Source: an optimization exercise on an open RTL-to-GDS flow (aim: small area, a short achievable clock period and few clock cycles per item). Production flows keep margins and buffers that such runs may drop. RTL that was checked went through simulation tests only; none was proved equivalent to the original. Function not checked in run 10: the RTL went through the layout flow alone. Power figures rest on the tool's default switching activity, not on a simulated workload.

===== design/flow/config.mk =====
export PLATFORM = sky130hd
export DESIGN_NAME = dma_controller
export DESIGN_NICKNAME = dma_controller
export VERILOG_FILES = /design/flow/design.v
export SDC_FILE = /design/flow/constraint.sdc
export NUM_CORES = 4
export LEC_CHECK = 0
export CAP_MARGIN = 20
export CORE_MARGIN = 2
export CORE_UTILIZATION = 40
export CTS_BUF_LIST = sky130_fd_sc_hd__clkbuf_4
export SETUP_SLACK_MARGIN = 1.7
export SLEW_MARGIN = 20

===== design/flow/constraint.sdc =====
create_clock -name core_clock -period 4.0 [get_ports {clk}]
set_input_delay 0.8000 -clock core_clock [delete_from_list [all_inputs] [get_ports {clk}]]
set_output_delay 0.8000 -clock core_clock [all_outputs]
set_load 0.01 [all_outputs]

===== design/flow/design.v =====
`timescale 1ns / 1ps
module dma_controller(
    input wire clk,
    input wire reset,
    input wire trigger,
    input wire [4:0] length,
    input wire [31:0] source_address,
    input wire [31:0] destination_add,
    input wire ARREADY,
    input wire [31:0] RDATA,
    input wire RVALID,
    input wire AWREADY,
    input wire WREADY,
    input wire BVALID,
    output reg done,
    output wire [31:0] ARADDR,
    output wire ARVALID,
    output wire RREADY,
    output wire [31:0] AWADDR,
    output wire AWVALID,
    output wire [31:0] WDATA,
    output wire WVALID,
    output wire BREADY
);
    wire [2:0] words = length[4:2];
    addr_stream ar (.clk(clk), .reset(reset), .trigger(trigger), .words(words),
                    .base(source_address), .ready(ARREADY),
                    .valid(ARVALID), .addr(ARADDR));
    addr_stream aw (.clk(clk), .reset(reset), .trigger(trigger), .words(words),
                    .base(destination_add), .ready(AWREADY),
                    .valid(AWVALID), .addr(AWADDR));
    reg [2:0] b_left;
    wire busy = |b_left;
    assign WDATA = RDATA;
    assign WVALID = RVALID & busy;
    assign RREADY = WREADY & busy;
    assign BREADY = BVALID;
    always @(posedge clk or posedge reset) begin
        if (reset) begin
            b_left <= 3'd0;
            done <= 1'b0;
        end else if (trigger) begin
            b_left <= words;
            done <= 1'b0;
        end else if (busy && BVALID) begin
            b_left <= b_left - 3'd1;
            done <= b_left == 3'd1;
        end
    end
endmodule
module addr_stream(
    input wire clk,
    input wire reset,
    input wire trigger,
    input wire [2:0] words,
    input wire [31:0] base,
    input wire ready,
    output wire valid,
    output wire [31:0] addr
);
    localparam G = 4;                       
    localparam NG = (27 + G - 1) / G;       
    reg busy;
    reg [2:0] idx;
    reg [2:0] flip_lo;
    reg [NG-1:0] carry;
    assign valid = trigger | busy;
    wire hs = valid & ready;
    wire [2:0] idx_inc = idx + 3'd1;
    wire last = idx_inc == words;
    wire step = hs & !last;                 
    always @(posedge clk or posedge reset) begin
        if (reset) begin
            idx <= 3'd0;
            busy <= 1'b0;
        end else begin
            if (hs)
                idx <= last ? 3'd0 : idx_inc;
            if (hs)
                busy <= !last;
            else if (trigger)
                busy <= 1'b1;
        end
    end
    wire [2:0] flip_inc = flip_lo ^ {addr[3] & addr[2], addr[2], 1'b1};
    wire carry_inc = carry[0] | (&addr[4:2]);
    wire [26:0] up = base[31:5];
    always @(posedge clk) begin
        if (step)
            flip_lo <= flip_inc;
        else if (!busy)
            flip_lo <= 3'd0;
    end
    reg carry0;
    reg carry0_next;
    always @(*) begin
        if (step)
            carry0_next = carry_inc;
        else if (!busy)
            carry0_next = 1'b0;
        else
            carry0_next = carry0;
    end
    always @(posedge clk)
        carry0 <= carry0_next;
    genvar g, k;
    generate
        for (g = 0; g < NG; g = g + 1) begin : grp
            if (g == 0) begin : first
                always @(*) carry[g] = carry0;
            end else begin : rest
                reg into;
                always @(posedge clk)
                    into <= carry0_next & (&up[g*G-1:0]);
                always @(*) carry[g] = into;
            end
        end
    endgenerate
    assign addr[1:0] = base[1:0];           
    assign addr[4:2] = base[4:2] ^ flip_lo;
    generate
        for (k = 0; k < 27; k = k + 1) begin : bit_up
            localparam integer GB = (k / G) * G;    
            wire inner;
            if (k == GB) begin : first
                assign inner = 1'b1;
            end else begin : rest
                assign inner = &up[k-1:GB];
            end
            assign addr[5 + k] = up[k] ^ (carry[k / G] & inner);
        end
    endgenerate
endmodule

===== design/flow/flow/run.sh =====
#!/bin/bash
# Standard layout, but with the smallest buffer on the ports (the flow upsizes
# them where timing needs it).
set -euo pipefail
export BUFFER_PORTS_ARGS="-buffer_cell sky130_fd_sc_hd__buf_1"
bash standard.sh > standard.log 2>&1

===== design/flow/standard.sh =====
#!/bin/bash
# synth_recipe.tcl (not shown) runs the flow's synth.tcl, then flattens the netlist and writes it again
# the make line also repeats each setting of config.mk as NAME=value (left out here)
make -C /OpenROAD-flow-scripts/flow DESIGN_CONFIG=/design/flow/config.mk WORK_HOME=/design/flow/orfs CLKGATE_MAP_FILE= SYNTH_SCRIPT=/design/flow/synth_recipe.tcl "${@:-finish}"

==> impl_metrics.yaml, run 1 <==
outcome:
  status: "timing/DRC/antenna clean"
logic_synthesis:
  ys.flop_type: "dfxtp_1"
  synthArstFlopShare_pct: 37.5
  synth_cells: 271
  synth-edff-count: 6
  synth-seq-area-share_pct: 30.2
  ys_types: 38
  synth-seq-cells: 32
  yosys_warnings: 2
  syn_nets: 399
  syn_area_per_cell_um2: 9.28
  synth_top_area_cell: "dfrtp_1"
  synth_top_area_share_pct: 11.9
  synth_area_leaders: "dfrtp_1 12%, dfxtp_1 11%, buf_4 11%"
  synth_area_um2: 2510
grt:
  use_met2_pct: 31.5
  grt_antenna_before_repair: 0
  met1_usage_pct: 17.9
  track_usage_pct: 16.8
  grt_max_degree: 13
  grt_overflow: 0
  grt_first_pass_wirelength_um: 9740
  grtUsageMet3_pct: 5.67
  gr-max-usage-layer: "met2"
  grt_pass1_vias: 2162
hold_path:
  min_path_type: "input pin to async pin"
worst_setup_path:
  cp-start-kind: "input pin"
  path_class: "input pin to output pin"
  path_max_fanout: 3
  endpoint_kind: "output pin"
  critPathArrivalTime_ps: 1460
  crit_required_ps: 3200
timing:
  hold_viol_final: 0
  setup_tns_ps: 0
  finalSetupViolations: 0
  post-route-min-period_ps: 2260
  setup_ws_ps: 1740
  fin_crit_sh_pct: 56.5
  fin_worst_skew_ps: 9.51
  fmax_mhz: 442
  rsz0062_at_grt: "yes"
  relSlewSlack_pct: 55.9
  slew_viol_final: 0
  tightest_slew_ps: 654
cells_and_area:
  antenna_cells: 0
  area.growth.synth_to_final_pct: 17.3
  nNetsFinal: 504
  drive_gt1_share_pct: 13.8
  final_cell_mix: "100 x buf_1, 31 x xnor2_1, 30 x clkbuf_2, 23 x xor2_1, 19 x nand4_1"
  design_area_um2: 2950
  regArea_um2: 761
  multiInputGateArea_um2: 1440
  final_common_cell: "buf_1"
  num-fill-cells: 600
die:
  die_area_um2: 6940
  die_x_um: 83.3
  core_area_um2: 5990
  die_h_um: 83.3
  io_pins: 211
  rows: 28
  initial_utilization_pct: 42.0
clock_tree:
  cts_hold_buffers: 0
  cts_buffers: 5
  ctsRootBufferMaster: "clkbuf_4"
  cts_tree: "yes"
  cts.htree.levels: 2
  clkSinkCount: 32
  cts.reportedPaths.clkPinSlew_ps: 110
  clockBufferDepth: 2
  insertion_delay_ps: 330
placed_design:
  globalplace.congestion: 0.820
  io_buffers: 136
  place.detailed.hpwl_um: 5050
  placed_area_um2: 2840
  dp_slack_ps: 1540
flow_run:
  cap_viol_max_count: 0
pwr:
  ir_drop_mv: 0.315
  p_total_mw: 1.36
  p_leak_nw: 1.21
  power_density_nw_per_um2: 463
routing:
  viasPerCell: 4.98
  ant_nets: 0
  vias: 2251
  drc_errors: 0
  drt_iter0_markers: 40
  drt-pass1-iter-count: 4
  wl_um: 5950
  wl_per_cell_um: 13.2
==> cells by family after synthesis <==
family / after synthesis / share of synthesized area, %
compound gates: 29 / 8.56
xor+xnor: 56 / 20.6
fa+ha+maj: 19 / 9.45
buf+inv: 48 / 12.7
flops: 32 / 30.2
simple gates: 87 / 18.4
==> critical path: stages <==
cell and delay (ps):
buf_1 130, and3_1 180, nand2_1 70, xnor2_1 130, clkbuf_2 150
==> report_power, final <==
group | total [mW] | internal (mW) | switching (mW)
sequential | 0.525 | 0.440 | 0.0854
combinational | 0.644 | 0.274 | 0.371
clock | 0.195 | 0.0812 | 0.114
==> what timing repair did <==
action                                  CTS  global route
hold endpoints to repair                  0             0
setup buffers                             0             1
pin swaps                                 0             4
cloned                                    0             0
gates resized for setup                   3            39
endpoints found under the setup margin    2            25
==> registers in the layout (all words and copies together), names as in the netlist, 3 cells and up <==
name and cells:
aw.idx 3, aw.grp.rest.into 6, b_left 3, aw.flip_lo 3
ar.idx 3, ar.grp.rest.into 6, ar.flip_lo 3
==> through the flow <==
stage | util, % | instances | hold slack (ps)
finish | 49.2 | 452 | 439
global route | 49.2 | 452 | 458
CTS | 48.4 | 451 | 441
detailed placement | 47.3 | 443 | 494
global placement | 47.3 | 443 | 488
floorplan | - | 271 | 461
==> synthesized netlist by cell type (all sizes together), types with 2 or more instances <==
cell type   n
a31oi       5
dfxtp      14
nand4      19
xor2       23
and3        2
xnor2      31
xnor3       2
a21oi       5
nor4        3
inv         8
nor2       15
nand3      16
clkbuf      2
nand2b      3
or2         2
dfrtp      12
ha         19
nor2b       4
edfxtp      6
a41oi       4
nor3        5
a22o        2
and2        4
nand2      10
o21ai       9
buf        38
==> cell type report <==
class | instances | area share (%)
inverter | 8 | 1.02
multi-input combinational | 191 | 48.8
sequential | 32 | 25.8
clock buffer | 7 | 1.78
clock inverter | 1 | 0.127
timing repair buffer | 138 | 19.3
tap | 75 | 3.18
==> routing by layer <==
layer  up-vias  wire length [µm]  share of wire [%]
met5         -                 0                  0
met4         0                69                1.2
met3        16               409                6.9
met2        88              3200                 54
met1      1014              2270                 38
li1       1133                 -                  -
==> worst paths after layout <==
path | from | to | slack [ps] | cells past startpoint
max | source_address[10] | ARADDR[12] | 1740 | 5
min | reset | aw.idx[0] | 440 | 2
max reg2reg | ar.idx[0] | ar.grp[5].rest.into | 1970 | 5
min reg2reg | ar.idx[2] | ar.idx[2] | 510 | 1
max in group asynchronous | reset | aw.busy | 3220 | 2
min in group core_clock | ar.idx[2] | ar.idx[2] | 510 | 1
Testbench counts, summed over its fixed seeds: cycles 5,957, words 1,889.
==> inputs of run 2 (changes only) <==
--- a/design/flow/design.v
+++ b/design/flow/design.v
@@ -62,26 +62,23 @@
     localparam NG = (27 + G - 1) / G;       
     reg busy;
-    reg [2:0] idx;
     reg [2:0] flip_lo;
     reg [NG-1:0] carry;
     assign valid = trigger | busy;
     wire hs = valid & ready;
-    wire [2:0] idx_inc = idx + 3'd1;
-    wire last = idx_inc == words;
+    wire [2:0] flip_inc = flip_lo ^ {addr[3] & addr[2], addr[2], 1'b1};
+    wire [2:0] lo = base[4:2];
+    wire c1 = lo[0] & words[0];
+    wire c2 = (lo[1] & words[1]) | ((lo[1] | words[1]) & c1);
+    wire [2:0] flip_end = words ^ {c2, c1, 1'b0};
+    wire last = flip_inc == flip_end;
     wire step = hs & !last;                 
     always @(posedge clk or posedge reset) begin
-        if (reset) begin
-            idx <= 3'd0;
+        if (reset)
             busy <= 1'b0;
-        end else begin
-            if (hs)
-                idx <= last ? 3'd0 : idx_inc;
-            if (hs)
-                busy <= !last;
-            else if (trigger)
-                busy <= 1'b1;
-        end
+        else if (hs)
+            busy <= !last;
+        else if (trigger)
+            busy <= 1'b1;
     end
-    wire [2:0] flip_inc = flip_lo ^ {addr[3] & addr[2], addr[2], 1'b1};
     wire carry_inc = carry[0] | (&addr[4:2]);
     wire [26:0] up = base[31:5];
--- a/design/flow/config.mk
+++ b/design/flow/config.mk
@@ -9,5 +9,5 @@
 export CORE_MARGIN = 2
 export CORE_UTILIZATION = 40
-export CTS_BUF_LIST = sky130_fd_sc_hd__clkbuf_4
+export CTS_BUF_LIST = sky130_fd_sc_hd__clkbuf_4 sky130_fd_sc_hd__clkbuf_8
 export SETUP_SLACK_MARGIN = 1.7
 export SLEW_MARGIN = 20
==> impl_metrics.yaml, run 2 <==
outcome:
  status: "timing/DRC/antenna clean"
clock_tree:
  ctsRootBufferMaster: "clkbuf_8"
  cts_tree: "yes"
  cts.reportedPaths.clkPinSlew_ps: 100
  clockBufferDepth: 2
  cts.htree.levels: 1
  cts_buffers: 3
  insertion_delay_ps: 270
  cts_hold_buffers: 0
  clkSinkCount: 26
worst_setup_path:
  rrSetupSlack_ps: 1940
  max_stage_delay_ps: 180
  critPathArrivalTime_ps: 1440
  endpoint_kind: "output pin"
  path_class: "input pin to output pin"
  setup.worst_path.start: "source_address[22]"
  crit_end: "ARADDR[24]"
  timing.rr.start: "ar.flip_lo[0]"
  worstRegToRegCells: 5
  slowest_stage: "and3_4"
  cp-start-kind: "input pin"
  path_cells: "clkbuf_2 > and3_4 > nand2_1 > xnor2_1 > buf_2"
  cp_top_family: "buffers and inverters"
  crit_cells: 5
  cp_num_buf_inv: 2
  crit_required_ps: 3200
  path_max_fanout: 3
  worstReg2RegEnd: "ar.grp[2].rest.into"
logic_synthesis:
  synth_common_cells: "37 x buf_4, 32 x xnor2_1, 21 x xor2_1"
  yosys_warnings: 2
  ys_types: 46
  synthArstFlopShare_pct: 23.1
  synth-edff-count: 6
  synth_top_area_share_pct: 11.4
  synth_top_area_cell: "dfxtp_1"
  synth_cells: 282
  ys.flop_type: "dfxtp_1"
  synth-seq-area-share_pct: 24.9
  synth_area_leaders: "dfxtp_1 11%, xnor2_1 11%, buf_4 11%"
  synth_area_um2: 2450
  yosysMostFrequentCell: "buf_4"
  synth-seq-cells: 26
  syn_nets: 408
  syn_area_per_cell_um2: 8.68
grt:
  track_usage_pct: 15.3
  grt_max_degree: 16
  grt_antenna_before_repair: 0
  grt_pass1_vias: 1975
  grt_overflow: 0
  grt_first_pass_wirelength_um: 8200
cells_and_area:
  area.growth.synth_to_final_pct: 21.1
  num-fill-cells: 589
  drive_gt1_share_pct: 15.1
  nNetsFinal: 511
  antenna_cells: 0
  final_common_cell: "buf_1"
  final_cell_mix: "102 x buf_1, 31 x xnor2_1, 24 x clkbuf_2, 20 x xor2_1, 19 x nand3_1"
  top_regs: "ar.grp.rest.into x6, aw.grp.rest.into x6"
routing:
  wl_per_cell_um: 12.5
  drc_errors: 0
  drt-pass1-iter-count: 6
  vias: 2323
  drt_iter0_markers: 45
  viasPerCell: 5.06
  ant_nets: 0
  wl_um: 5720
hold_path:
  min_path_type: "input pin to async pin"
pwr:
  power_density_nw_per_um2: 431
  p_leak_nw: 1.19
  ir_drop_mv: 0.292
die:
  io_pins: 211
  die_h_um: 82.2
  die_x_um: 82.2
  rows: 28
  initial_utilization_pct: 41.4
  core_area_um2: 5920
  die_area_um2: 6760
placed_design:
  globalplace.congestion: 0.840
  io_buffers: 136
  place.detailed.hpwl_um: 4810
timing:
  slew_viol_final: 0
  post-route-min-period_ps: 2240
  hold_slack_ps: 412
  hold_viol_final: 0
  finalSetupViolations: 0
  rsz0062_at_grt: "no"
  setup_tns_ps: 0
  tightest_slew_ps: 606
  fmax_mhz: 447
  fin_crit_sh_pct: 55.9
  fin_worst_skew_ps: 4.35
  relSlewSlack_pct: 59.4
flow_run:
  cap_viol_max_count: 0
==> run 2: routing by layer <==
layer	up-vias	track usage (%)	part of all wire, %
met5	-	0	0
met4	0	4.50	1.5
met3	8	2.17	7.9
met2	93	29.6	52
met1	1050	17.0	39
li1	1172	-	-
==> run 2: cell families after synthesis <==
kind of cell | count (synthesis) | synth area share (%)
and+or+nand+nor | 93 | 20.8
xor gates and xnor gates | 55 | 20.8
buffers and inverters | 50 | 13.4
AOI/OAI and AO/OA | 40 | 11.0
DFF | 26 | 24.9
adders and majority gates | 17 | 8.69
muxes | 1 | 0.409
==> run 2: cell type report <==
| type | count | area (µm²) | share of cell area, % |
|---|---|---|---|
| clock inverters | 1 | 30.0 | 1.01 |
| multi-input cells | 206 | 1580 | 53.2 |
| well taps | 75 | 93.8 | 3.16 |
| repair buffers | 138 | 574 | 19.4 |
| inverters | 10 | 37.5 | 1.27 |
| flip-flops and latches | 26 | 611 | 20.6 |
| clock buffers | 3 | 41.3 | 1.39 |
==> run 2: worst reg2reg max path: cells and delay by family (launching register included) <==
family | cells | cell delay, ps
compound gates | 3 | 900
xor+xnor | 1 | 210
flops | 1 | 470
simple gates | 1 | 400
==> run 2: timing repair <==
action	CTS	global route
gates resized for setup	7	45
gates cloned	0	0
setup endpoints to repair	18	26
buffers inserted	0	2
pin swaps	0	6
==> run 2: power by group <==
part | total, mW | internal [mW] | leakage (nW) | switching [mW]
combinational | 0.632 | 0.273 | 0.906 | 0.358
sequential | 0.423 | 0.342 | 0.244 | 0.0804
clock | 0.223 | 0.134 | 0.0357 | 0.0892
==> run 2: stage by stage <==
stage          util, %  setup slack (ps)  cells  cell area, µm²  power (mW)
5_1_grt           50.1              1700    459            2970        1.37
2_1_floorplan        -              1720    282            2460       0.878
4_1_cts           48.5              1700    457            2870        1.26
3_5_place_dp      46.9              1330    453            2780        1.02
3_3_place_gp      46.9              1370    453            2780        1.02
6_report          50.1              1760    459            2970        1.28
==> run 2: worst min-delay path by stage <==
stage / end
after detailed placement: done
after global placement: done
final: b_left[1]
after CTS: b_left[1]
after floorplan: b_left[1]
after global routing: b_left[1]
Testbench counts of run 2, summed over its fixed seeds: cycles 5,957, words 1,889.
==> inputs of run 3 (changes only) <==
--- a/design/flow/config.mk
+++ b/design/flow/config.mk
@@ -9,5 +9,4 @@
 export CORE_MARGIN = 2
 export CORE_UTILIZATION = 40
-export CTS_BUF_LIST = sky130_fd_sc_hd__clkbuf_4 sky130_fd_sc_hd__clkbuf_8
-export SETUP_SLACK_MARGIN = 1.7
+export SETUP_SLACK_MARGIN = 1.8
 export SLEW_MARGIN = 20
==> impl_metrics.yaml, run 3 <==
clock_tree:
  clkSinkCount: 26
  ctsRootBufferMaster: "clkbuf_8"
  insertion_delay_ps: 270
  cts_buffers: 3
  clockBufferDepth: 2
  cts.htree.levels: 1
  cts_hold_buffers: 0
  cts_tree: "yes"
  cts.reportedPaths.clkPinSlew_ps: 100
die:
  initial_utilization_pct: 41.4
  io_pins: 211
  core_area_um2: 5920
  die_x_um: 82.2
  die_area_um2: 6760
  die_h_um: 82.2
  rows: 28
flow_run:
  cap_viol_max_count: 0
grt:
  grt_antenna_before_repair: 0
  grt_overflow: 0
  grt_max_degree: 15
  grt_first_pass_wirelength_um: 8770
  grt_pass1_vias: 2183
  track_usage_pct: 16.0
pwr:
  ir_drop_mv: 0.298
  power_density_nw_per_um2: 388
  p_total_mw: 1.34
  p_leak_nw: 1.41
cells_and_area:
  drive_gt1_share_pct: 36.5
  final_cell_mix: "59 x buf_1, 36 x buf_2, 27 x xnor2_1"
  final_util_pct: 58.4
  final_common_cell: "buf_1"
  area.growth.synth_to_final_pct: 41.2
  design_area_um2: 3460
  top_regs: "ar.grp.rest.into x6, aw.grp.rest.into x6"
  nNetsFinal: 516
  antenna_cells: 0
  final_cells: 464
  num-fill-cells: 533
routing:
  ant_nets: 0
  drt_iter0_markers: 41
  wl_per_cell_um: 13.2
  vias: 2375
  viasPerCell: 5.12
  drc_errors: 0
  wl_um: 6100
  drt-pass1-iter-count: 4
worst_setup_path:
  critPathArrivalTime_ps: 1420
  endpoint_kind: "output pin"
  path_cells: "buf_6 > and3_4 > nand2_2 > xnor2_1 > buf_2"
  cp-start-kind: "input pin"
  slowest_stage: "and3_4"
  rrSetupSlack_ps: 1980
  crit_required_ps: 3200
  max_stage_delay_ps: 190
  path_max_fanout: 3
  path_class: "input pin to output pin"
logic_synthesis:
  synth_cells: 282
  synth-seq-cells: 26
  yosys_warnings: 2
  synth_top_area_share_pct: 11.4
  yosysMostFrequentCell: "buf_4"
  synth-edff-count: 6
  ys_types: 46
  synth_common_cells: "37 x buf_4, 32 x xnor2_1, 21 x xor2_1"
  syn_nets: 408
  synth-seq-area-share_pct: 24.9
  synth_area_leaders: "dfxtp_1 11%, xnor2_1 11%, buf_4 11%"
  synth_top_area_cell: "dfxtp_1"
  synth_area_um2: 2450
  ys.flop_type: "dfxtp_1"
  synthArstFlopShare_pct: 23.1
  syn_area_per_cell_um2: 8.68
timing:
  post-route-min-period_ps: 2220
  finalSetupViolations: 0
  relSlewSlack_pct: 73.2
  fin_worst_skew_ps: 7.73
  setup_tns_ps: 0
  setup_ws_ps: 1780
  slew_viol_final: 0
  hold_slack_ps: 408
  fmax_mhz: 450
  tightest_slew_ps: 398
  rsz0062_at_grt: "yes"
  hold_viol_final: 0
  fin_crit_sh_pct: 55.6
outcome:
  status: "timing/DRC/antenna clean"
placed_design:
  place.detailed.hpwl_um: 4740
  place_inst: 453
  globalplace.congestion: 0.796
  io_buffers: 136
  dp_slack_ps: 1480
  placed_area_um2: 2800
hold_path:
  min_path_type: "input pin to async pin"
run 3: final timing paths:
path | depth (start not counted) | end | from
setup / recovery | 5 | AWADDR[28] | destination_add[26]
hold / removal | 2 | b_left[2] | reset
setup reg to reg | 5 | ar.flip_lo[2] | ar.flip_lo[1]
hold reg to reg | 2 | done | done
max in group asynchronous | 2 | aw.busy | reset
min in group core_clock | 2 | done | done
run 3: repair_timing:
| action | 4_1_cts | 5_1_grt |
|---|---|---|
| gates resized for setup | 55 | 147 |
| setup buffers | 3 | 4 |
| pin swaps | 7 | 41 |
| setup endpoints to repair | 38 | 66 |
run 3: metal layers:
metal	GRT usage, %	part of all wire, %	vias to the layer above	wire length, µm
met3	3.26	7.9	10	485
li1	-	-	1179	-
met2	30.6	51	92	3090
met5	0	0	-	0
met1	18.0	40	1094	2460
met4	3.50	1.1	0	68
run 3: cell type report:
type	count	area, µm²	area share, %
Multi-Input combinational cell	206	1860	53.9
Clock buffer	4	45.0	1.30
Inverter	10	37.5	1.09
Timing Repair Buffer	143	807	23.3
Tap cell	75	93.8	2.71
Sequential cell	26	611	17.7
run 3: kinds of logic after synthesis:
logic type | count (synthesis) | synth area share (%)
adder cells (fa/ha/maj) | 17 | 8.69
buffers and inverters | 50 | 13.4
multiplexers | 1 | 0.409
AO/OA/AOI/OAI | 40 | 11.0
XOR/XNOR | 55 | 20.8
AND/OR/NAND/NOR | 93 | 20.8
flip-flops | 26 | 24.9
run 3: critical path, delay by kind of cell:
kind,cells,cell delay [ps]
buf+inv,2,230
xor+xnor,1,150
simple gates,2,240
run 3: power breakdown:
| part | switching, mW | leakage (nW) | internal [mW] |
|---|---|---|---|
| logic | 0.391 | 1.14 | 0.364 |
| registers | 0.0900 | 0.244 | 0.343 |
| clock network | 0.0831 | 0.0228 | 0.0712 |
==> inputs of run 4 (changes only) <==
--- a/design/flow/config.mk
+++ b/design/flow/config.mk
@@ -9,4 +9,4 @@
 export CORE_MARGIN = 2
 export CORE_UTILIZATION = 40
-export SETUP_SLACK_MARGIN = 1.8
+export SETUP_SLACK_MARGIN = 1.6
 export SLEW_MARGIN = 20
==> impl_metrics.yaml, run 4 <==
placed_design:
  place_inst: 453
  dp_slack_ps: 1160
  place.detailed.hpwl_um: 4890
  io_buffers: 136
  globalplace.congestion: 0.806
cells_and_area:
  final_cells: 457
  final_common_cell: "buf_1"
  final_cell_mix: "132 x buf_1, 32 x xnor2_1, 21 x xor2_1, 19 x nand3_1"
  drive_gt1_share_pct: 4.97
  nNetsFinal: 509
  top_regs: "ar.grp.rest.into x6, aw.grp.rest.into x6"
  area.growth.synth_to_final_pct: 16.5
  antenna_cells: 0
logic_synthesis:
  synth_cells: 282
  synthArstFlopShare_pct: 23.1
  synth_top_area_share_pct: 11.4
  yosys_warnings: 2
  synth-seq-cells: 26
  synth-edff-count: 6
  ys.flop_type: "dfxtp_1"
  synth_common_cells: "37 x buf_4, 32 x xnor2_1, 21 x xor2_1"
  syn_nets: 408
  synth_area_leaders: "dfxtp_1 11%, xnor2_1 11%, buf_4 11%"
  syn_area_per_cell_um2: 8.68
  synth-seq-area-share_pct: 24.9
  yosysMostFrequentCell: "buf_4"
  synth_top_area_cell: "dfxtp_1"
  synth_area_um2: 2450
  ys_types: 46
timing:
  fin_crit_sh_pct: 58.4
  hold_viol_final: 0
  relSlewSlack_pct: 58.2
  slew_viol_final: 0
  fmax_mhz: 428
  post-route-min-period_ps: 2340
  hold_slack_ps: 404
  rsz0062_at_grt: "no"
  tightest_slew_ps: 624
  finalSetupViolations: 0
  setup_tns_ps: 0
  fin_worst_skew_ps: 2.53
  setup_ws_ps: 1660
clock_tree:
  cts.htree.levels: 1
  insertion_delay_ps: 270
  ctsRootBufferMaster: "clkbuf_8"
  post_cts_buffers: 0
  clockBufferDepth: 2
  cts_tree: "yes"
  cts_buffers: 3
  clkSinkCount: 26
  cts.reportedPaths.clkPinSlew_ps: 90
worst_setup_path:
  max_stage_delay_ps: 220
  endpoint_kind: "output pin"
  critPathArrivalTime_ps: 1540
  cp_top_family: "buffers and inverters"
  timing.rr.start: "ar.flip_lo[0]"
  crit_required_ps: 3200
  path_max_fanout: 3
  path_cells: "buf_1 > and3_4 > nand2_1 > xnor2_1 > clkbuf_2"
  worstReg2RegEnd: "ar.flip_lo[2]"
  rrSetupSlack_ps: 1950
  slowest_stage: "and3_4"
  cp-start-kind: "input pin"
  cp_num_buf_inv: 2
  path_class: "input pin to output pin"
  worstRegToRegCells: 5
hold_path:
  min_path_type: "input pin to async pin"
grt:
  grt_first_pass_wirelength_um: 8470
  met1_usage_pct: 16.9
  grt_max_degree: 15
  grt_overflow: 0
  track_usage_pct: 15.7
  grt_pass1_vias: 2018
  grt_antenna_before_repair: 0
  use_met2_pct: 30.0
  grtUsageMet3_pct: 3.48
  gr-max-usage-layer: "met2"
die:
  die_area_um2: 6760
  rows: 28
  initial_utilization_pct: 41.4
  io_pins: 211
  core_area_um2: 5920
  die_x_um: 82.2
  die_h_um: 82.2
routing:
  wl_um: 5770
  wl_per_cell_um: 12.6
  vias: 2353
  drt-pass1-iter-count: 4
  drc_errors: 0
  viasPerCell: 5.15
  drt_iter0_markers: 45
  ant_nets: 0
flow_run:
  cap_viol_max_count: 0
pwr:
  power_density_nw_per_um2: 422
  ir_drop_mv: 0.304
  p_leak_nw: 1.07
outcome:
  status: "timing/DRC/antenna clean"
==> run 4: cell counts after synthesis <==
Identical to the previous run, type by type.
==> run 4: per-stage QoR <==
step | total power [mW] | area (µm²) | utilization (%)
2_1_floorplan | 0.870 | 2450 | -
3_3_place_gp | 1.01 | 2770 | 46.7
3_5_place_dp | 1.01 | 2770 | 46.7
4_1_cts | 1.19 | 2830 | 47.7
5_1_grt | 1.29 | 2850 | 48.2
6_report | 1.21 | 2850 | 48.2
==> run 4: cells by family after synthesis <==
family	Yosys count	synth area share (%)
and+or+nand+nor	93	20.8
muxes	1	0.409
AOI/OAI and AO/OA	40	11.0
buffers and inverters	50	13.4
adders and majority gates	17	8.69
DFF	26	24.9
xor gates and xnor gates	55	20.8
==> run 4: layout make-up <==
type	instances	area [µm²]
Fill cell	636	3070
Multi-Input combinational cell	206	1540
Sequential cell	26	611
Timing Repair Buffer	136	515
Tap cell	75	93.8
Clock buffer	4	55.1
Inverter	10	37.5
==> run 4: worst register-to-register path: cells and delay by family (launching register included) <==
family | cells | cell delay (ps)
XOR/XNOR | 1 | 210
AO/OA/AOI/OAI | 2 | 610
flip-flops | 1 | 440
AND/OR/NAND/NOR | 2 | 610
==> run 4: power breakdown <==
group          switching, mW  internal (mW)
Clock                 0.0839         0.0879
Combinational          0.357          0.258
Sequential            0.0764          0.342
==> run 4: per-layer routing <==
layer  routed length (µm)  vias to the layer above
met5                    0                        -
met4                  114                        0
met3                  482                       10
met2                 2940                      103
met1                 2230                     1072
li1                     -                     1168
==> run 4: what timing repair did <==
action | in CTS | in global routing
gates cloned | 0 | 0
pin swaps | 0 | 0
hold buffers | 0 | 0
endpoints found under the setup margin | 7 | 22
gates resized for setup | 1 | 9
==> run 4: worst max path at each step <==
stage,cells past startpoint,end,from,slack (ps)
after floorplan,5,aw.flip_lo[0],destination_add[2],1650
after global placement,6,ar.grp[2].rest.into,length[3],1200
after detailed placement,6,ar.grp[2].rest.into,length[3],1160
after CTS,5,AWADDR[28],destination_add[26],1600
after global routing,5,AWADDR[24],destination_add[22],1600
final,5,AWADDR[28],destination_add[26],1660
==> inputs of run 5 (changes only) <==
--- a/design/flow/config.mk
+++ b/design/flow/config.mk
@@ -6,7 +6,7 @@
 export NUM_CORES = 4
 export LEC_CHECK = 0
-export CAP_MARGIN = 20
+export CAP_MARGIN = 0
 export CORE_MARGIN = 2
 export CORE_UTILIZATION = 40
-export SETUP_SLACK_MARGIN = 1.6
-export SLEW_MARGIN = 20
+export SETUP_SLACK_MARGIN = 1.7
+export SLEW_MARGIN = 0
==> impl_metrics.yaml, run 5 <==
pwr:
  switching_share_pct: 42.3
  seqPwrFrac_pct: 33.7
  internal_power_mw: 0.725
  power_frac_comb_pct: 50.3
  clock_power_share_pct: 16.0
  power_density_nw_per_um2: 424
  p_total_mw: 1.26
  ir_drop_mv: 0.293
  p_leak_nw: 1.18
  p_sw_mw: 0.530
cells_and_area:
  final_util_pct: 50.0
  antenna_cells: 0
  area.growth.synth_to_final_pct: 20.9
  regArea_um2: 611
  drive_gt1_share_pct: 15.1
  multiInputGateArea_um2: 1580
  num-fill-cells: 593
  final_cell_mix: "102 x buf_1, 31 x xnor2_1, 24 x clkbuf_2, 20 x xor2_1, 19 x nand3_1"
  nNetsFinal: 511
  final_common_cell: "buf_1"
  top_regs: "ar.grp.rest.into x6, aw.grp.rest.into x6"
clock_tree:
  clockBufferDepth: 2
  cts.reportedPaths.clkPinSlew_ps: 100
  cts_buffers: 3
  clkSinkCount: 26
  cts.htree.levels: 1
  cts_hold_buffers: 0
  cts_tree: "yes"
  insertion_delay_ps: 270
  ctsRootBufferMaster: "clkbuf_8"
worst_setup_path:
  cp_top_family: "buffers and inverters"
  setup.worst_path.start: "source_address[22]"
  path_cells: "clkbuf_2 > and3_4 > nand2_1 > xnor2_1 > buf_2"
  max_stage_delay_ps: 180
  crit_required_ps: 3200
  cp-start-kind: "input pin"
  slowest_stage: "and3_4"
  timing.rr.start: "ar.flip_lo[0]"
  path_class: "input pin to output pin"
  cp_num_buf_inv: 2
  endpoint_kind: "output pin"
  path_max_fanout: 3
  critPathArrivalTime_ps: 1440
routing:
  viasPerCell: 5.10
  drt_iter0_markers: 41
  vias: 2340
  wl_per_cell_um: 12.5
  wl_um: 5740
  drc_errors: 0
  drt-pass1-iter-count: 4
  ant_nets: 0
placed_design:
  globalplace.congestion: 0.840
  place.detailed.hpwl_um: 4810
  io_buffers: 136
timing:
  hold_viol_final: 0
  fin_worst_skew_ps: 4.07
  fin_crit_sh_pct: 55.9
  slew_viol_final: 0
  post-route-min-period_ps: 2240
  relSlewSlack_pct: 59.4
  tightest_slew_ps: 606
  setup_tns_ps: 0
  fmax_mhz: 447
  rsz0062_at_grt: "no"
  finalSetupViolations: 0
  hold_slack_ps: 407
die:
  die_area_um2: 6760
  io_pins: 211
  rows: 28
  die_h_um: 82.2
  core_area_um2: 5920
  die_x_um: 82.2
  initial_utilization_pct: 41.4
logic_synthesis:
  synth_area_leaders: "dfxtp_1 11%, xnor2_1 11%, buf_4 11%"
  synth_top_area_cell: "dfxtp_1"
  synth_top_area_share_pct: 11.4
  synthArstFlopShare_pct: 23.1
  yosysMostFrequentCell: "buf_4"
  synth-edff-count: 6
  synth-seq-area-share_pct: 24.9
  syn_area_per_cell_um2: 8.68
  syn_nets: 408
  synth_common_cells: "37 x buf_4, 32 x xnor2_1, 21 x xor2_1"
  synth_area_um2: 2450
  yosys_warnings: 2
  synth-seq-cells: 26
  synth_cells: 282
  ys.flop_type: "dfxtp_1"
  ys_types: 46
grt:
  grt_overflow: 0
  grt_antenna_before_repair: 0
  grt_pass1_vias: 1974
  grt_first_pass_wirelength_um: 8210
  track_usage_pct: 15.4
  grt_max_degree: 16
outcome:
  status: "timing/DRC/antenna clean"
flow_run:
  cap_viol_max_count: 0
hold_path:
  min_path_type: "input pin to async pin"
==> run 5: final timing paths <==
check                                           end  slack, ps  cells after the start
min in group core_clock                        done        550                      2
worst max-delay path                     ARADDR[24]       1760                      5
max in group asynchronous                 b_left[0]       3380                      2
worst max register to register  ar.grp[2].rest.into       1940                      5
worst min-delay path                      b_left[1]        410                      2
worst min register to register                 done        550                      2
==> run 5: through the flow <==
| stage | instance area, µm² | cells | worst slack [ps] |
|---|---|---|---|
| final | 2960 | 459 | 1760 |
| after global routing | 2960 | 459 | 1700 |
| after CTS | 2870 | 457 | 1700 |
| after detailed placement | 2780 | 453 | 1330 |
| after global placement | 2780 | 453 | 1370 |
| after floorplan | 2460 | 282 | 1720 |
==> run 5: layout make-up <==
class / count / share of cell area (%)
clock buffer: 4 / 2.24
inverter: 10 / 1.27
multi-input combinational: 206 / 53.3
sequential: 26 / 20.6
tap: 75 / 3.17
timing repair buffer: 138 / 19.4
==> run 5: layer usage <==
layer,global-route usage (%),share of wire [%],vias up
met3,2.17,8.3,8
li1,-,-,1171
met1,17.2,39,1058
met2,29.4,52,103
met5,0,0,-
met4,5.50,1.5,0
==> run 5: cells by family after synthesis <==
kind of cell	Yosys count	synth area share [%]
buffers and inverters	50	13.4
DFF	26	24.9
and+or+nand+nor	93	20.8
muxes	1	0.409
xor gates and xnor gates	55	20.8
adders and majority gates	17	8.69
AOI/OAI and AO/OA	40	11.0
==> run 5: what timing repair did <==
action,in CTS,in global routing
endpoints found under the setup margin,18,26
hold endpoints to repair,0,0
resized for setup,7,45
setup buffers,0,2
pin swaps,0,6
==> run 5: power groups by stage <==
stage	Clock, mW	Sequential [mW]	Combinational, mW
after global placement	0	0.425	0.590
after CTS	0.206	0.421	0.606
after detailed placement	0	0.427	0.591
final	0.201	0.423	0.631
after global routing	0.217	0.433	0.698
after floorplan	0	0.406	0.472
==> inputs of run 6 (changes only) <==
--- a/design/flow/config.mk
+++ b/design/flow/config.mk
@@ -6,7 +6,8 @@
 export NUM_CORES = 4
 export LEC_CHECK = 0
-export CAP_MARGIN = 0
+export ABC_AREA = 1
+export CAP_MARGIN = 20
 export CORE_MARGIN = 2
 export CORE_UTILIZATION = 40
 export SETUP_SLACK_MARGIN = 1.7
-export SLEW_MARGIN = 0
+export SLEW_MARGIN = 20
==> impl_metrics.yaml, run 6 <==
clock_tree:
  cts_buffers: 3
  cts.htree.levels: 1
  post_cts_buffers: 0
  cts_hold_buffers: 0
  clockBufferDepth: 2
  cts_tree: "yes"
  cts.reportedPaths.clkPinSlew_ps: 100
  clkSinkCount: 26
  ctsRootBufferMaster: "clkbuf_8"
  insertion_delay_ps: 270
timing:
  hold_viol_final: 0
  fin_crit_sh_pct: 56.9
  post-route-min-period_ps: 2270
  setup_tns_ps: 0
  slew_viol_final: 0
  tightest_slew_ps: 498
  fmax_mhz: 440
  rsz0062_at_grt: "yes"
  relSlewSlack_pct: 66.6
  hold_slack_ps: 392
  fin_worst_skew_ps: 3.40
  finalSetupViolations: 0
placed_design:
  io_buffers: 136
  place.detailed.hpwl_um: 4940
  globalplace.congestion: 0.816
  place_inst: 534
logic_synthesis:
  synth-seq-cells: 26
  syn_area_per_cell_um2: 7.02
  synth_area_leaders: "nand2_1 14%, xor2_1 12%, buf_4 11%"
  yosysMostFrequentCell: "nand2_1"
  synth-edff-count: 6
  ys.flop_type: "dfxtp_1"
  syn_nets: 487
  synth_area_um2: 2530
  synthArstFlopShare_pct: 23.1
  synth_cells: 361
  yosys_warnings: 2
  ys_types: 22
  synth_top_area_cell: "nand2_1"
  synth_top_area_share_pct: 13.8
  synth_common_cells: "93 x nand2_1, 40 x inv_1, 38 x buf_4"
  synth-seq-area-share_pct: 24.1
die:
  initial_utilization_pct: 42.0
  die_x_um: 83.6
  die_area_um2: 6990
  core_area_um2: 6030
  die_h_um: 83.6
  rows: 28
  io_pins: 211
worst_setup_path:
  path_cells: "buf_2 > nand2_2 > nor2_4 > nand2_2 > xnor2_2 > buf_2"
  crit_required_ps: 3200
  path_max_fanout: 3
  slowest_stage: "xnor2_2"
  endpoint_kind: "output pin"
  path_class: "input pin to output pin"
  critPathArrivalTime_ps: 1470
  max_stage_delay_ps: 160
  cp-start-kind: "input pin"
grt:
  grt_pass1_vias: 2311
  track_usage_pct: 16.0
  grt_overflow: 0
  grt_antenna_before_repair: 0
  grt_max_degree: 16
  grt_first_pass_wirelength_um: 9720
cells_and_area:
  antenna_cells: 0
  regArea_um2: 611
  drive_gt1_share_pct: 15.3
  multiInputGateArea_um2: 1580
  top_regs: "ar.grp.rest.into x6, aw.grp.rest.into x6"
  area.growth.synth_to_final_pct: 20.8
  final_cell_mix: "102 x buf_1, 89 x nand2_1, 38 x inv_1, 36 x xor2_1, 25 x nand3_1"
  num-fill-cells: 630
  final_common_cell: "buf_1"
  nNetsFinal: 590
  final_cells: 538
routing:
  drt_iter0_markers: 42
  viasPerCell: 4.70
  wl_um: 5890
  ant_nets: 0
  vias: 2527
  drc_errors: 0
  wl_per_cell_um: 11.0
  drt-pass1-iter-count: 4
pwr:
  p_total_mw: 1.14
  power_density_nw_per_um2: 372
  p_leak_nw: 1.50
  ir_drop_mv: 0.208
hold_path:
  min_path_type: "input pin to async pin"
flow_run:
  cap_viol_max_count: 0
outcome:
  status: "timing/DRC/antenna clean"
==> run 6: cell types whose count changed after synthesis, moves of 4 or more <==
cell      change
and3_1        -5
nand2b_1      -4
nand2_2       +4
nand4_1      -11
inv_1        +30
nor3b_1       -5
a31oi_1       -6
xnor2_1      -24
nor2_1       +13
nand2_1      +79
xor2_1       +15
nand3_1      +14
==> run 6: layout make-up <==
class	instances	area share (%)
Clock buffer	4	2.17
Multi-Input combinational cell	257	51.7
Inverter	40	4.90
Sequential cell	26	19.9
Timing Repair Buffer	136	18.2
Tap cell	75	3.06
==> run 6: layer usage <==
metal / up-vias / wire [µm] / GRT usage, %
met2: 99 / 2830 / 28.7
met5: - / 0 / 0
met1: 1109 / 2490 / 19.3
met3: 6 / 530 / 4.25
li1: 1313 / - / -
met4: 0 / 38 / 3.37
==> run 6: critical path: cells and delay by family <==
family,cells,cell delay [ps]
XOR/XNOR,1,160
AND/OR/NAND/NOR,3,250
buffers and inverters,2,260
==> run 6: repair_timing <==
| action | CTS | global route |
|---|---|---|
| pin swaps | 1 | 11 |
| resized for setup | 19 | 47 |
| endpoints found under the setup margin | 9 | 22 |
| cloned | 0 | 0 |
==> run 6: cells by family after synthesis <==
logic type / synth area share, %
AND/OR/NAND/NOR: 29.9
buffers and inverters: 17.2
XOR/XNOR: 15.2
adder cells (fa/ha/maj): 8.39
flip-flops: 24.1
AO/OA/AOI/OAI: 5.23
==> run 6: power breakdown <==
part	internal (mW)	switching (mW)	total, mW	leakage [nW]
combinational	0.188	0.369	0.557	1.23
sequential	0.337	0.0476	0.385	0.242
clock	0.109	0.0882	0.197	0.0339
==> run 6: final timing paths <==
| kind | to | slack (ps) | startpoint | cells past startpoint |
|---|---|---|---|---|
| max | ARADDR[8] | 1730 | source_address[6] | 6 |
| min | done | 390 | reset | 2 |
| max reg2reg | aw.flip_lo[0] | 2240 | aw.flip_lo[0] | 11 |
| min reg2reg | done | 560 | b_left[2] | 3 |
| max in group asynchronous | b_left[1] | 3420 | reset | 2 |
| min in group core_clock | done | 560 | b_left[2] | 3 |
==> run 6: stage by stage <==
stage / utilization (%) / instance area [µm²] / setup slack (ps)
3_3_place_gp: 47.3 / 2850 / 1660
6_report: 50.8 / 3060 / 1730
3_5_place_dp: 47.3 / 2850 / 1620
5_1_grt: 50.8 / 3060 / 1640
4_1_cts: 49.0 / 2960 / 1700
2_1_floorplan: - / 2530 / 1920
==> inputs of run 7 (changes only) <==
--- a/design/flow/config.mk
+++ b/design/flow/config.mk
@@ -6,8 +6,8 @@
 export NUM_CORES = 4
 export LEC_CHECK = 0
-export ABC_AREA = 1
 export CAP_MARGIN = 20
 export CORE_MARGIN = 2
 export CORE_UTILIZATION = 40
+export CTS_BUF_LIST = sky130_fd_sc_hd__clkbuf_8
 export SETUP_SLACK_MARGIN = 1.7
 export SLEW_MARGIN = 20
==> impl_metrics.yaml, run 7 <==
routing:
  ant_nets: 0
  drt_iter0_markers: 45
  wl_um: 5720
  drc_errors: 0
  viasPerCell: 5.06
  vias: 2323
  wl_per_cell_um: 12.5
  drt-pass1-iter-count: 6
logic_synthesis:
  synth-seq-cells: 26
  synthArstFlopShare_pct: 23.1
  synth_cells: 282
  yosys_warnings: 2
  syn_area_per_cell_um2: 8.68
  synth_top_area_cell: "dfxtp_1"
  syn_nets: 408
  yosysMostFrequentCell: "buf_4"
  ys.flop_type: "dfxtp_1"
  synth_top_area_share_pct: 11.4
  ys_types: 46
  synth-seq-area-share_pct: 24.9
  synth_area_um2: 2450
  synth-edff-count: 6
  synth_area_leaders: "dfxtp_1 11%, xnor2_1 11%, buf_4 11%"
  synth_common_cells: "37 x buf_4, 32 x xnor2_1, 21 x xor2_1"
clock_tree:
  clockBufferDepth: 2
  cts_buffers: 3
  clkSinkCount: 26
  cts_tree: "yes"
  cts.reportedPaths.clkPinSlew_ps: 100
  insertion_delay_ps: 270
  ctsRootBufferMaster: "clkbuf_8"
  cts.htree.levels: 1
die:
  die_x_um: 82.2
  die_h_um: 82.2
  core_area_um2: 5920
  rows: 28
  io_pins: 211
  die_area_um2: 6760
  initial_utilization_pct: 41.4
worst_setup_path:
  path_class: "input pin to output pin"
  path_max_fanout: 3
  cp-start-kind: "input pin"
  rrSetupSlack_ps: 1940
  crit_required_ps: 3200
  critPathArrivalTime_ps: 1440
  endpoint_kind: "output pin"
timing:
  fin_crit_sh_pct: 55.9
  finalSetupViolations: 0
  fmax_mhz: 447
  post-route-min-period_ps: 2240
  slew_viol_final: 0
  hold_slack_ps: 412
  rsz0062_at_grt: "no"
  tightest_slew_ps: 606
  relSlewSlack_pct: 59.4
  fin_worst_skew_ps: 4.35
  hold_viol_final: 0
  setup_tns_ps: 0
grt:
  grt_pass1_vias: 1975
  track_usage_pct: 15.3
  grt_antenna_before_repair: 0
  grt_overflow: 0
  grt_max_degree: 16
  grt_first_pass_wirelength_um: 8200
cells_and_area:
  drive_gt1_share_pct: 15.1
  num-fill-cells: 589
  final_cell_mix: "102 x buf_1, 31 x xnor2_1, 24 x clkbuf_2, 20 x xor2_1, 19 x nand3_1"
  top_regs: "ar.grp.rest.into x6, aw.grp.rest.into x6"
  multiInputGateArea_um2: 1580
  area.growth.synth_to_final_pct: 21.1
  final_common_cell: "buf_1"
  regArea_um2: 611
  nNetsFinal: 511
  antenna_cells: 0
flow_run:
  cap_viol_max_count: 0
hold_path:
  min_path_type: "input pin to async pin"
pwr:
  ir_drop_mv: 0.292
  power_density_nw_per_um2: 431
  p_leak_nw: 1.19
placed_design:
  globalplace.congestion: 0.840
  place.detailed.hpwl_um: 4810
  io_buffers: 136
outcome:
  status: "timing/DRC/antenna clean"
## run 7: changes by cell type after synthesis, moves of 13 or more
cell and delta:
nand2_1 -79, inv_1 -30, xnor2_1 +24, xor2_1 -15
nand3_1 -14, nor2_1 -13
## run 7: cells by family (layout without fill, tap and decap cells)
family / count (synthesis) / after routing / share of synthesized area, %
adder cells (fa/ha/maj): 17 / 17 / 8.69
XOR/XNOR: 55 / 55 / 20.8
AO/OA/AOI/OAI: 40 / 40 / 11.0
buffers and inverters: 50 / 152 / 13.4
multiplexers: 1 / 1 / 0.409
AND/OR/NAND/NOR: 93 / 93 / 20.8
flip-flops: 26 / 26 / 24.9
## run 7: per-stage QoR
stage / worst slack [ps] / utilization [%] / total power [mW] / std cells / area [µm²]
global placement: 1370 / 46.9 / 1.02 / 453 / 2780
detailed placement: 1330 / 46.9 / 1.02 / 453 / 2780
CTS: 1700 / 48.5 / 1.26 / 457 / 2870
floorplan: 1720 / - / 0.878 / 282 / 2460
global route: 1700 / 50.1 / 1.37 / 459 / 2970
finish: 1760 / 50.1 / 1.28 / 459 / 2970
## run 7: path summary, 6_finish.rpt
check                                   start                   to  cells past startpoint
max                        source_address[22]           ARADDR[24]                      5
min                                     reset            b_left[1]                      2
max reg2reg                     ar.flip_lo[0]  ar.grp[2].rest.into                      5
min reg2reg                              done                 done                      2
max in group asynchronous               reset              aw.busy                      2
min in group core_clock                  done                 done                      2
## run 7: layer usage
metal / up-vias / GRT usage, % / part of all wire, %
met3: 8 / 2.17 / 7.9
met5: - / 0 / 0
li1: 1172 / - / -
met1: 1050 / 17.0 / 39
met2: 93 / 29.6 / 52
met4: 0 / 4.50 / 1.5
## run 7: final cells by class
type / instances / area share [%]
clock buffers: 3 / 1.39
clock inverters: 1 / 1.01
repair buffers: 138 / 19.4
inverters: 10 / 1.27
flip-flops and latches: 26 / 20.6
multi-input cells: 206 / 53.2
well taps: 75 / 3.16
## run 7: repair_timing
action,CTS,global route
hold buffers,0,0
endpoints found under the setup margin,18,26
gates resized for setup,7,45
buffers inserted,0,2
pin swaps,0,6
## run 7: critical path, stage by stage
cell      delay, ps
clkbuf_2        110
and3_4          180
nand2_1          60
xnor2_1         140
buf_2           150
## run 7: power breakdown
group	total (mW)	internal [mW]	switching, mW
Clock	0.223	0.134	0.0892
Combinational	0.632	0.273	0.358
Sequential	0.423	0.342	0.0804
==> inputs of run 8 (changes only) <==
--- a/design/flow/config.mk
+++ b/design/flow/config.mk
@@ -8,6 +8,6 @@
 export CAP_MARGIN = 20
 export CORE_MARGIN = 2
-export CORE_UTILIZATION = 40
-export CTS_BUF_LIST = sky130_fd_sc_hd__clkbuf_8
+export CORE_UTILIZATION = 60
+export PLACE_DENSITY = 0.8
 export SETUP_SLACK_MARGIN = 1.7
 export SLEW_MARGIN = 20
==> impl_metrics.yaml, run 8 <==
timing:
  hold_viol_final: 0
  fmax_mhz: 441
  tightest_slew_ps: 661
  slew_viol_final: 0
  rsz0062_at_grt: "no"
  setup_tns_ps: 0
  hold_slack_ps: 402
  relSlewSlack_pct: 55.7
  finalSetupViolations: 0
  setup_ws_ps: 1730
  fin_worst_skew_ps: 1.50
  fin_crit_sh_pct: 56.7
  post-route-min-period_ps: 2270
clock_tree:
  cts_tree: "yes"
  cts_hold_buffers: 0
  cts.htree.levels: 1
  insertion_delay_ps: 270
  clockBufferDepth: 2
  clkSinkCount: 26
  cts.reportedPaths.clkPinSlew_ps: 100
  cts_buffers: 3
  ctsRootBufferMaster: "clkbuf_8"
cells_and_area:
  final_cell_mix: "99 x buf_1, 30 x xnor2_1, 27 x clkbuf_2, 20 x xor2_1, 19 x nand3_1"
  final_cells: 433
  final_common_cell: "buf_1"
  antenna_cells: 0
  drive_gt1_share_pct: 16.2
  final_util_pct: 74.1
  top_regs: "ar.grp.rest.into x6, aw.grp.rest.into x6"
  nNetsFinal: 510
  area.growth.synth_to_final_pct: 20.1
logic_synthesis:
  synth_area_leaders: "dfxtp_1 11%, xnor2_1 11%, buf_4 11%"
  synthArstFlopShare_pct: 23.1
  yosysMostFrequentCell: "buf_4"
  synth_top_family_by_area: "simple AND/OR/NAND/NOR gates"
  synth_top_area_cell: "dfxtp_1"
  syn_area_per_cell_um2: 8.68
  synth-edff-count: 6
  synthAdderAreaFrac_pct: 8.69
  yosys_warnings: 2
  synth_common_cells: "37 x buf_4, 32 x xnor2_1, 21 x xor2_1"
  ys_types: 46
  synth_area_um2: 2450
  synthXorXnorAreaFrac_pct: 20.8
  yosys.area_share.simple_pct: 20.8
  synth-seq-area-share_pct: 24.9
  ys.flop_type: "dfxtp_1"
  synth-seq-cells: 26
  synth_cells: 282
  syn_nets: 408
  synth-compound-area-share_pct: 11.0
  synth_top_area_share_pct: 11.4
  synth_mux_area_share_pct: 0.409
flow_run:
  cap_viol_max_count: 0
placed_design:
  dp_slack_ps: 1360
  globalplace.congestion: 0.844
  io_buffers: 136
  place_inst: 428
  place.detailed.hpwl_um: 5700
worst_setup_path:
  critPathArrivalTime_ps: 1470
  endpoint_kind: "output pin"
  path_class: "input pin to output pin"
  crit_required_ps: 3200
  cp-start-kind: "input pin"
  path_max_fanout: 3
  cp_top_family: "buffers and inverters"
  rrSetupSlack_ps: 1960
  slowest_stage: "and3_1"
  cp_num_buf_inv: 2
  max_stage_delay_ps: 180
  path_cells: "buf_1 > and3_1 > nand2_1 > xnor2_1 > buf_2"
routing:
  wl_um: 6730
  wl_per_cell_um: 15.5
  vias: 2445
  drt-pass1-iter-count: 5
  drc_errors: 0
  viasPerCell: 5.65
  drt_iter0_markers: 113
  ant_nets: 0
pwr:
  ir_drop_mv: 0.326
  switching_share_pct: 42.6
  internal_power_mw: 0.735
  p_leak_nw: 1.20
  clock_power_share_pct: 15.6
  power_density_nw_per_um2: 435
  seqPwrFrac_pct: 32.9
  p_sw_mw: 0.545
  power_frac_comb_pct: 51.5
grt:
  grt_overflow: 0
  grt_first_pass_wirelength_um: 9980
  grt_pass1_vias: 2226
  grt_max_degree: 16
  grt_antenna_before_repair: 0
  track_usage_pct: 28.6
die:
  die_area_um2: 4610
  io_pins: 211
  core_area_um2: 3970
  initial_utilization_pct: 61.7
  die_x_um: 67.9
  die_h_um: 67.9
  rows: 23
hold_path:
  min_path_type: "input pin to async pin"
outcome:
  status: "timing/DRC/antenna clean"
run 8: path summary, 6_finish.rpt:
check / from / to / cells past startpoint
max in group asynchronous: reset / b_left[1] / 2
worst max register to register: ar.flip_lo[0] / ar.flip_lo[2] / 5
worst min register to register: done / done / 2
worst min-delay path: reset / aw.busy / 2
min in group core_clock: done / done / 2
worst max-delay path: destination_add[22] / AWADDR[24] / 5
run 8: per-layer routing:
| metal | vias up | wire length, µm | track usage, % |
|---|---|---|---|
| met5 | - | 0 | 0 |
| met4 | 0 | 138 | 9.50 |
| met3 | 12 | 561 | 5.76 |
| met2 | 128 | 3550 | 51.6 |
| met1 | 1136 | 2480 | 33.8 |
| li1 | 1169 | - | - |
run 8: cells by family (layout without fill, tap and decap cells):
logic type / Yosys count / after routing
buf+inv: 50 / 151
compound gates: 40 / 40
xor+xnor: 55 / 55
simple gates: 93 / 93
mux: 1 / 1
fa+ha+maj: 17 / 17
flops: 26 / 26
run 8: cell type report:
cell class / instances / area (µm²)
flip-flops and latches: 26 / 611
repair buffers: 137 / 579
inverters: 10 / 37.5
multi-input cells: 206 / 1590
well taps: 50 / 62.6
fillers: 327 / 1030
clock buffers: 4 / 66.3
run 8: per-stage QoR:
step	area (µm²)	power (mW)
finish	2940	1.28
global route	2940	1.37
CTS	2840	1.25
detailed placement	2750	1.03
global placement	2750	1.02
floorplan	2460	0.878
run 8: power groups by stage:
stage	Clock, mW	Combinational, mW	Sequential [mW]
2_1_floorplan	0	0.472	0.406
3_3_place_gp	0	0.595	0.421
3_5_place_dp	0	0.605	0.425
5_1_grt	0.211	0.726	0.432
6_report	0.200	0.659	0.421
4_1_cts	0.200	0.629	0.421
run 8: what timing repair did:
item	in CTS	in global routing
setup endpoints to repair	18	44
setup buffers	0	1
resized for setup	10	47
pin swaps	0	6
==> inputs of run 9 (changes only) <==
--- a/design/flow/config.mk
+++ b/design/flow/config.mk
@@ -8,6 +8,5 @@
 export CAP_MARGIN = 20
 export CORE_MARGIN = 2
-export CORE_UTILIZATION = 60
-export PLACE_DENSITY = 0.8
+export CORE_UTILIZATION = 40
 export SETUP_SLACK_MARGIN = 1.7
 export SLEW_MARGIN = 20
==> impl_metrics.yaml, run 9 <==
outcome:
  status: "timing/DRC/antenna clean"
pwr:
  p_sw_mw: 0.530
  clock_power_share_pct: 16.0
  switching_share_pct: 42.3
  p_leak_nw: 1.18
  power_frac_comb_pct: 50.3
  ir_drop_mv: 0.293
  power_density_nw_per_um2: 424
  internal_power_mw: 0.725
  seqPwrFrac_pct: 33.7
placed_design:
  place_inst: 453
  io_buffers: 136
  globalplace.congestion: 0.840
  place.detailed.hpwl_um: 4810
  dp_slack_ps: 1330
logic_synthesis:
  ys.flop_type: "dfxtp_1"
  syn_nets: 408
  yosys_warnings: 2
  synth_common_cells: "37 x buf_4, 32 x xnor2_1, 21 x xor2_1"
  ys_types: 46
  synth_top_area_share_pct: 11.4
  synth-seq-area-share_pct: 24.9
  synth_area_leaders: "dfxtp_1 11%, xnor2_1 11%, buf_4 11%"
  yosysMostFrequentCell: "buf_4"
  synthArstFlopShare_pct: 23.1
  synth_area_um2: 2450
  synth_cells: 282
  syn_area_per_cell_um2: 8.68
  synth_top_area_cell: "dfxtp_1"
  synth-edff-count: 6
  synth-seq-cells: 26
grt:
  grt_overflow: 0
  grt_pass1_vias: 1974
  grt_max_degree: 16
  grt_first_pass_wirelength_um: 8210
  grt_antenna_before_repair: 0
  track_usage_pct: 15.4
cells_and_area:
  antenna_cells: 0
  top_regs: "ar.grp.rest.into x6, aw.grp.rest.into x6"
  final_cell_mix: "102 x buf_1, 31 x xnor2_1, 24 x clkbuf_2, 20 x xor2_1, 19 x nand3_1"
  final_common_cell: "buf_1"
  final_cells: 459
  area.growth.synth_to_final_pct: 20.9
  nNetsFinal: 511
  drive_gt1_share_pct: 15.1
routing:
  viasPerCell: 5.10
  ant_nets: 0
  wl_um: 5740
  wl_per_cell_um: 12.5
  drc_errors: 0
  drt_iter0_markers: 41
  drt-pass1-iter-count: 4
  vias: 2340
timing:
  finalSetupViolations: 0
  setup_ws_ps: 1760
  setup_tns_ps: 0
  relSlewSlack_pct: 59.4
  hold_slack_ps: 407
  hold_viol_final: 0
  fin_crit_sh_pct: 55.9
  post-route-min-period_ps: 2240
  fin_worst_skew_ps: 4.07
  rsz0062_at_grt: "no"
  slew_viol_final: 0
  fmax_mhz: 447
  tightest_slew_ps: 606
worst_setup_path:
  crit_required_ps: 3200
  path_cells: "clkbuf_2 > and3_4 > nand2_1 > xnor2_1 > buf_2"
  critPathArrivalTime_ps: 1440
  slowest_stage: "and3_4"
  endpoint_kind: "output pin"
  path_max_fanout: 3
  cp-start-kind: "input pin"
  path_class: "input pin to output pin"
  max_stage_delay_ps: 180
die:
  die_area_um2: 6760
  initial_utilization_pct: 41.4
  die_x_um: 82.2
  die_h_um: 82.2
  core_area_um2: 5920
  rows: 28
  io_pins: 211
clock_tree:
  clockBufferDepth: 2
  ctsRootBufferMaster: "clkbuf_8"
  insertion_delay_ps: 270
  clkSinkCount: 26
  cts_tree: "yes"
  cts.htree.levels: 1
  cts.reportedPaths.clkPinSlew_ps: 100
  cts_buffers: 3
  cts_hold_buffers: 0
hold_path:
  min_path_type: "input pin to async pin"
flow_run:
  cap_viol_max_count: 0
[run 9: logic make-up (layout without fill, tap and decap cells)]
logic type / count (synthesis) / after routing / share of synthesized area [%]
AND/OR/NAND/NOR: 93 / 93 / 20.8
XOR/XNOR: 55 / 55 / 20.8
buffers and inverters: 50 / 152 / 13.4
AO/OA/AOI/OAI: 40 / 40 / 11.0
flip-flops: 26 / 26 / 24.9
adder cells (fa/ha/maj): 17 / 17 / 8.69
multiplexers: 1 / 1 / 0.409
[run 9: final cells by class]
class	instances	area, µm²
fill	593	2960
multi-input combinational	206	1580
sequential	26	611
timing repair buffer	138	574
tap	75	93.8
clock buffer	4	66.3
inverter	10	37.5
[run 9: what timing repair did]
action | CTS | global route
pin swaps | 0 | 6
buffers inserted | 0 | 2
setup endpoints to repair | 18 | 26
resized for setup | 7 | 45
gates cloned | 0 | 0
[run 9: power by group through the flow]
stage	Combinational, mW	Sequential, mW	Clock [mW]
detailed placement	0.591	0.427	0
global route	0.698	0.433	0.217
floorplan	0.472	0.406	0
global placement	0.590	0.425	0
finish	0.631	0.423	0.201
CTS	0.606	0.421	0.206
[run 9: routing by layer]
metal  vias up  track usage [%]  routed length [µm]
li1       1171                -                   -
met1      1058             17.2                2210
met2       103             29.4                2970
met3         8             2.17                 478
met4         0             5.50                  85
met5         -                0                   0
[run 9: final timing paths]
kind / start / endpoint / slack, ps / depth (start not counted)
worst max register to register: ar.flip_lo[0] / ar.grp[2].rest.into / 1940 / 5
max in group asynchronous: reset / b_left[0] / 3380 / 2
worst min-delay path: reset / b_left[1] / 410 / 2
worst max-delay path: source_address[22] / ARADDR[24] / 1760 / 5
min in group core_clock: done / done / 550 / 2
worst min register to register: done / done / 550 / 2
[run 9: stage by stage]
stage / utilization, % / power [mW] / cell area, µm²
final: 50.0 / 1.26 / 2960
after global routing: 50.0 / 1.35 / 2960
after CTS: 48.5 / 1.23 / 2870
after detailed placement: 46.9 / 1.02 / 2780
after global placement: 46.9 / 1.02 / 2780
after floorplan: - / 0.878 / 2460
[run 9: worst max-delay path: cells and delay by family]
family,cells,cell delay [ps]
xor+xnor,1,140
buf+inv,2,260
simple gates,2,240
==> inputs of run 10 (changes only) <==
--- a/design/flow/design.v
+++ b/design/flow/design.v
@@ -59,5 +59,5 @@
     output wire [31:0] addr
 );
-    localparam G = 4;                       
+    localparam G = 3;                       
     localparam NG = (27 + G - 1) / G;       
     reg busy;
==> impl_metrics.yaml, run 10 <==
logic_synthesis:
  synth_top_area_cell: "dfxtp_1"
  synth_common_cells: "37 x buf_4, 33 x nand3_1, 24 x xnor2_1"
  syn_area_per_cell_um2: 8.96
  synth_area_um2: 2480
  yosys_warnings: 2
  ys_types: 36
  synthXorXnorAreaFrac_pct: 15.9
  synthAdderAreaFrac_pct: 10.6
  ys.flop_type: "dfxtp_1"
  synth_mux_area_share_pct: 0
  yosys.area_share.simple_pct: 17.8
  synth-compound-area-share_pct: 15.0
  synth_top_family_by_area: "simple AND/OR/NAND/NOR gates"
  synthArstFlopShare_pct: 20.0
  yosysMostFrequentCell: "buf_4"
  synth_area_leaders: "dfxtp_1 15%, buf_4 11%, ha_1 11%"
  synth_top_area_share_pct: 14.5
  syn_nets: 407
  synth-seq-cells: 30
  synth_cells: 277
  synth-seq-area-share_pct: 27.8
  synth-edff-count: 6
cells_and_area:
  final_cells: 456
  top_regs: "ar.grp.rest.into x8, aw.grp.rest.into x8"
  regArea_um2: 691
  multiInputGateArea_um2: 1520
  drive_gt1_share_pct: 9.45
  final_common_cell: "buf_1"
  num-fill-cells: 609
  area.growth.synth_to_final_pct: 19.0
  nNetsFinal: 510
  antenna_cells: 0
  final_cell_mix: "125 x buf_1, 33 x nand3_1, 23 x xnor2_1, 21 x xor2_1, 21 x ha_1"
die:
  core_area_um2: 5960
  io_pins: 211
  die_area_um2: 6850
  die_h_um: 82.8
  die_x_um: 82.8
  initial_utilization_pct: 41.7
  rows: 28
pwr:
  clock_power_share_pct: 19.6
  seqPwrFrac_pct: 33.3
  p_sw_mw: 0.578
  power_density_nw_per_um2: 461
  p_leak_nw: 1.15
  switching_share_pct: 42.5
  power_frac_comb_pct: 47.1
  ir_drop_mv: 0.338
  internal_power_mw: 0.783
clock_tree:
  ctsRootBufferMaster: "clkbuf_8"
  cts_hold_buffers: 0
  cts.reportedPaths.clkPinSlew_ps: 60
  insertion_delay_ps: 280
  clockBufferDepth: 2
  cts_tree: "yes"
  clkSinkCount: 30
  cts.htree.levels: 2
  cts_buffers: 5
routing:
  vias: 2251
  wl_met3_um: 554
  viasPerCell: 4.94
  drt_iter0_markers: 56
  wl_per_cell_um: 13.9
  drt-pass1-iter-count: 4
  dr_wl_met2_um: 3220
  ant_nets: 0
  drc_errors: 0
  wl_um: 6320
  top_layer_used: "met4"
  m1WireLength_um: 2390
grt:
  grt_pass1_vias: 1965
  grt_max_degree: 12
  grt_overflow: 0
  grt_first_pass_wirelength_um: 8850
  grt_antenna_before_repair: 0
  track_usage_pct: 17.3
worst_setup_path:
  path_max_fanout: 5
  crit_required_ps: 3200
  path_class: "input pin to output pin"
  critPathArrivalTime_ps: 1450
  cp-start-kind: "input pin"
  endpoint_kind: "output pin"
timing:
  finalSetupViolations: 0
  fin_crit_sh_pct: 56.2
  rsz0062_at_grt: "yes"
  post-route-min-period_ps: 2250
  tightest_slew_ps: 506
  setup_tns_ps: 0
  relSlewSlack_pct: 66.1
  slew_viol_final: 0
  fin_worst_skew_ps: 9.14
  fmax_mhz: 445
  hold_viol_final: 0
hold_path:
  min_path_type: "input pin to async pin"
flow_run:
  cap_viol_max_count: 0
outcome:
  status: "timing/DRC/antenna clean"
placed_design:
  io_buffers: 136
  place.detailed.hpwl_um: 5420
  globalplace.congestion: 0.755
  place_inst: 448
-- run 10: logic make-up (layout without fill, tap and decap cells) --
group                      count (synthesis)  after routing
and+or+nand+nor                           86             86
adders and majority gates                 21             21
AOI/OAI and AO/OA                         47             47
DFF                                       30             30
xor gates and xnor gates                  45             45
buffers and inverters                     48            152
-- run 10: path summary, 6_finish.rpt --
kind	startpoint	end	slack, ps	cells after the start
min	reset	b_left[1]	390	2
max reg2reg	aw.flip_lo[0]	aw.grp[3].rest.into	1940	5
max in group asynchronous	reset	b_left[0]	3410	2
min in group core_clock	done	done	520	2
max	destination_add[2]	AWADDR[2]	1750	4
min reg2reg	done	done	520	2
-- run 10: area by class of cell --
cell class	instances	area share, %
Multi-Input combinational cell	199	51.3
Sequential cell	30	23.4
Tap cell	75	3.18
Clock buffer	7	3.26
Inverter	8	1.02
Clock inverter	1	0.127
Timing Repair Buffer	136	17.7
-- run 10: worst max-delay path, stage by stage --
cell	delay, ps
buf_1	220
xnor2_2	170
inv_1	120
buf_1	140
-- run 10: power by group through the flow --
stage	clock network (mW)	logic, mW	registers (mW)
6_report	0.267	0.641	0.453
5_1_grt	0.289	0.710	0.464
4_1_cts	0.272	0.636	0.452
3_5_place_dp	0	0.622	0.457
3_3_place_gp	0	0.614	0.455
2_1_floorplan	0	0.492	0.437
-- run 10: layer usage --
layer	vias up	track usage (%)
li1	1145	-
met1	1016	18.5
met2	72	30.2
met3	18	6.82
met4	0	7.54
met5	-	0
-- run 10: through the flow --
step | setup WS [ps] | power (mW) | util [%] | hold slack (ps) | cell area [µm²]
2_1_floorplan | 1710 | 0.929 | - | 525 | 2500
3_3_place_gp | 1260 | 1.07 | 47.3 | 497 | 2820
3_5_place_dp | 1250 | 1.08 | 47.3 | 517 | 2820
4_1_cts | 1720 | 1.36 | 49.2 | 393 | 2930
5_1_grt | 1670 | 1.46 | 49.6 | 415 | 2950
6_report | 1750 | 1.36 | 49.6 | 395 | 2950
-- run 10: what timing repair did --
item	4_1_cts	5_1_grt
endpoints found under the setup margin	15	20
gates resized for setup	5	14
pin swaps	0	1
buffers inserted	0	0

## port drivers added, routing unchanged
How much do the figures lean on ideal ports? The routed layouts below were timed once more, with nothing changed but the port constraints.
Step 1, drivers: a clkbuf_16 drives clk and a buf_2 each remaining input, both assumed.
Step 2 also shifts input and output timing later by t, the mid clock arrival at the registers, as if the neighbouring blocks saw the same clock.
Three values: no drivers, after step 1, after step 2; two values: the first two.
| run | t, ns | setup slack, ns |
|---|---|---|
| run 1 | 0.348 | 1.739 / 1.703 / 1.584 |
| run 2 | 0.295 | 1.762 / 1.724 / 1.498 |
| run 3 | 0.288 | 1.776 / 1.735 / 1.568 |
| run 4 | 0.292 | 1.664 / 1.640 / 1.440 |
| run 5 | 0.300 | 1.762 / 1.724 / 1.492 |
| run 6 | 0.298 | 1.725 / 1.701 / 1.674 |
| run 7 | 0.295 | 1.762 / 1.724 / 1.498 |
| run 8 | 0.298 | 1.732 / 1.690 / 1.515 |
| run 9 | 0.300 | 1.762 / 1.724 / 1.492 |
| run 10 | 0.306 | 1.751 / 1.719 / 1.446 |
After both steps setup and hold are still met in every run listed.
